Source: an optimization exercise on an open RTL-to-GDS flow (aim: small area). Production flows keep margins and buffers that such runs may drop. Function was checked by simulation only, so behaviour that the tests miss may differ from the original. No activity file was given, so power comes from the tool's default toggle rates.

Setup of old:
// vga_top
module vga_top(
	input ClkPort,  
	input BtnC,     
	input BtnU,
	input BtnR,
	input BtnL,
	input BtnD,
	output hSync, vSync,
	output [3:0] vgaR, vgaG, vgaB,
	output An0, An1, An2, An3, An4, An5, An6, An7,
	output Ca, Cb, Cc, Cd, Ce, Cf, Cg, Dp,
	output MemOE, MemWR, RamCS, QuadSpiFlashCS
	);
	wire Reset = BtnC;
	wire bright;
	wire [9:0] hc, vc;
	wire [15:0] score;
	wire health0;
	wire [11:0] rgb;
	reg [6:0] DIV_HI;
	wire div_lo_end = &hc[4:0];
	always @ (posedge ClkPort)
	begin : CLOCK_DIVIDER
		if (Reset)
			DIV_HI <= 0;
		else
			DIV_HI <= DIV_HI + {6'd0, div_lo_end};
	end
	wire [11:0] DIV_CLK = {DIV_HI, hc[4:0]};
	wire move_tick = (DIV_HI == 7'h3F) && div_lo_end;    
	display_controller dc(.clk(ClkPort), .rst(Reset), .hSync(hSync), .vSync(vSync), .bright(bright), .hCount(hc), .vCount(vc));
	block_controller sc(.clk(ClkPort), .tick(move_tick), .bright(bright), .rst(Reset), .up(BtnU), .down(BtnD), .left(BtnL), .right(BtnR),
		.hCount(hc), .vCount(vc), .rgb(rgb), .health0(health0), .score(score));
	assign vgaR = rgb[11 : 8];
	assign vgaG = rgb[7  : 4];
	assign vgaB = rgb[3  : 0];
	assign {MemOE, MemWR, RamCS, QuadSpiFlashCS} = 4'b1111;
	wire [2:0] ssdscan_clk = DIV_CLK[11:9];
	assign An0 = ~(ssdscan_clk == 3'd0);
	assign An1 = ~(ssdscan_clk == 3'd1);
	assign An2 = ~(ssdscan_clk == 3'd2);
	assign An3 = ~(ssdscan_clk == 3'd3);
	assign An4 = ~(ssdscan_clk == 3'd4);
	assign An5 = ~(ssdscan_clk == 3'd5);
	assign An6 = ~(ssdscan_clk == 3'd6);
	assign An7 = ~(ssdscan_clk == 3'd7);
	reg [3:0] SSD;
	always @(*) begin
		case (ssdscan_clk)
			3'd0: SSD = {3'b000, health0};
			3'd4: SSD = score[3:0];
			3'd5: SSD = score[7:4];
			3'd6: SSD = score[11:8];
			3'd7: SSD = score[15:12];
			default: SSD = 4'b0000;
		endcase
	end
	reg [7:0] SSD_CATHODES;
	always @(*) begin
		case (SSD)  
			4'b0000: SSD_CATHODES = 8'b00000011;
			4'b0001: SSD_CATHODES = 8'b10011111;
			4'b0010: SSD_CATHODES = 8'b00100101;
			4'b0011: SSD_CATHODES = 8'b00001101;
			4'b0100: SSD_CATHODES = 8'b10011001;
			4'b0101: SSD_CATHODES = 8'b01001001;
			4'b0110: SSD_CATHODES = 8'b01000001;
			4'b0111: SSD_CATHODES = 8'b00011111;
			4'b1000: SSD_CATHODES = 8'b00000001;
			4'b1001: SSD_CATHODES = 8'b00001001;
			4'b1010: SSD_CATHODES = 8'b00010001;
  ...
clock: 12.0 ns
lec_check: 0
cap_margin: 0
core_margin: 2
core_utilization: 55
slew_margin: 0
standard.sh (not shown) runs the stock make flow with config.mk's settings and CLKGATE_MAP_FILE= SYNTH_SCRIPT=/design/flow/synth_recipe.tcl, a recipe that flattens the netlist after the stock synthesis.
==> flow/flow/run.sh <==
#!/bin/bash
# Own layout flow:
#  1. the standard synthesis (standard.sh, up to 1_2_yosys.v);
#  2. the combinational logic between the registers re-mapped for area by
#     ABC (flow/resynth.tcl); every register instance, its name and its cell
#     are kept exactly as the standard synthesis made them;
#  3. the standard layout steps from that netlist on (standard.sh finish),
#     with the ports buffered by buf_1 cells and a clock tree without
#     dummy loads.
# Each tool writes its full output to a log file of its own in this folder.
set -euo pipefail
W=$(pwd)
R=$W/orfs/results/$FLOW_PLATFORM/vga_top/base

bash standard.sh "$R/1_2_yosys.v" > 1_synth_standard.log 2>&1
cp "$R/1_2_yosys.v" "$W/1_2_yosys_standard.v"

RS_IN="$W/1_2_yosys_standard.v" RS_OUT="$W/1_2_yosys_resynth.v" \
  yosys -c flow/resynth.tcl > 1_resynth_yosys.log 2>&1
cp "$W/1_2_yosys_resynth.v" "$R/1_2_yosys.v"
touch "$R/1_2_yosys.v"

# Every port still gets its own buffer, but the smallest one (buf_1) rather
# than the delay buffer the resizer picks by default. The clock tree is built
# from clkbuf_4 cells below a clkbuf_8 root and without the dummy loads CTS adds to even out the
# load of its leaf nets.
bash standard.sh finish \
  "BUFFER_PORTS_ARGS=-buffer_cell sky130_fd_sc_hd__buf_1" \
  "CTS_ARGS=-sink_clustering_enable -repair_clock_nets -dont_use_dummy_load -buf_list sky130_fd_sc_hd__clkbuf_4 -root_buf sky130_fd_sc_hd__clkbuf_8" \
  > 2_layout_standard.log 2>&1
test -f out/final.def
Other scripts of this flow, unchanged in this note and not shown: flow/flow/resynth.tcl
The inputs of new differ from those of old as listed below.
# old
export LEC_CHECK = 0
export CAP_MARGIN = 0
export CORE_MARGIN = 2
export CORE_UTILIZATION = 55
export SLEW_MARGIN = 0
create_clock -name core_clock -period 12.0 [get_ports {ClkPort}]
# new
export LEC_CHECK = 0
export CAP_MARGIN = 20
export CORE_MARGIN = 2
export CORE_UTILIZATION = 55
export CTS_BUF_LIST = sky130_fd_sc_hd__clkbuf_8
export SLEW_MARGIN = 20
create_clock -name core_clock -period 12.0 [get_ports {ClkPort}]
--- a/flow/flow/run.sh
+++ b/flow/flow/run.sh
@@ -25 +25 @@
-# from clkbuf_4 cells below a clkbuf_8 root and without the dummy loads CTS adds to even out the
+# from clkbuf_8 cells and without the dummy loads CTS adds to even out the
@@ -29 +29 @@
-  "CTS_ARGS=-sink_clustering_enable -repair_clock_nets -dont_use_dummy_load -buf_list sky130_fd_sc_hd__clkbuf_4 -root_buf sky130_fd_sc_hd__clkbuf_8" \
+  "CTS_ARGS=-sink_clustering_enable -repair_clock_nets -dont_use_dummy_load -buf_list sky130_fd_sc_hd__clkbuf_8" \
Results
- new completed end to end with timing, DRC and antenna clean.
- Max fraction of power consumed by the clock network across old and new: new
- Against old as the reference, new delivers a lower clock transition time at the flip-flop clock pins of the worst setup and hold paths.
- The routed wire length reported for new is greater than that of old by 0.44%.
- Combinational share of power: old and new compared, lower one is new
- Looking at old and new, the delay of the slowest cell on the worst path is a wash.
- The critical path required time of old and that of new are within noise of each other.
- On global-route usage over all layers, old and new are neck and neck.

## afterwards: timing with drivers on the ports
No port has a modelled driver above. Below, the same layouts with a new extraction and two added sets of constraints. Step 1 (the two cells are an assumption about what drives the block):
set clk [get_ports {ClkPort}]
set_driving_cell -lib_cell sky130_fd_sc_hd__clkbuf_16 $clk
set_driving_cell -lib_cell sky130_fd_sc_hd__buf_2 [delete_from_list [all_inputs] $clk]
Step 2 times the ports against the registers' clock, not the clock port: input delays grow and output delays shrink by t, the midpoint of the rising clock arrivals with the driver on. Three values: no drivers, after step 1, after step 2; two values: the first two.
run	t (ns)	setup slack, ns	hold slack, ns	worst data-port slew with drivers (ns)
old	0.457	1.631 / 1.588 / 2.045	0.462 / 0.462 / 0.462	0.03
new	0.473	1.601 / 1.558 / 2.030	0.459 / 0.459 / 0.459	0.03
After both steps every run listed still meets setup and hold.
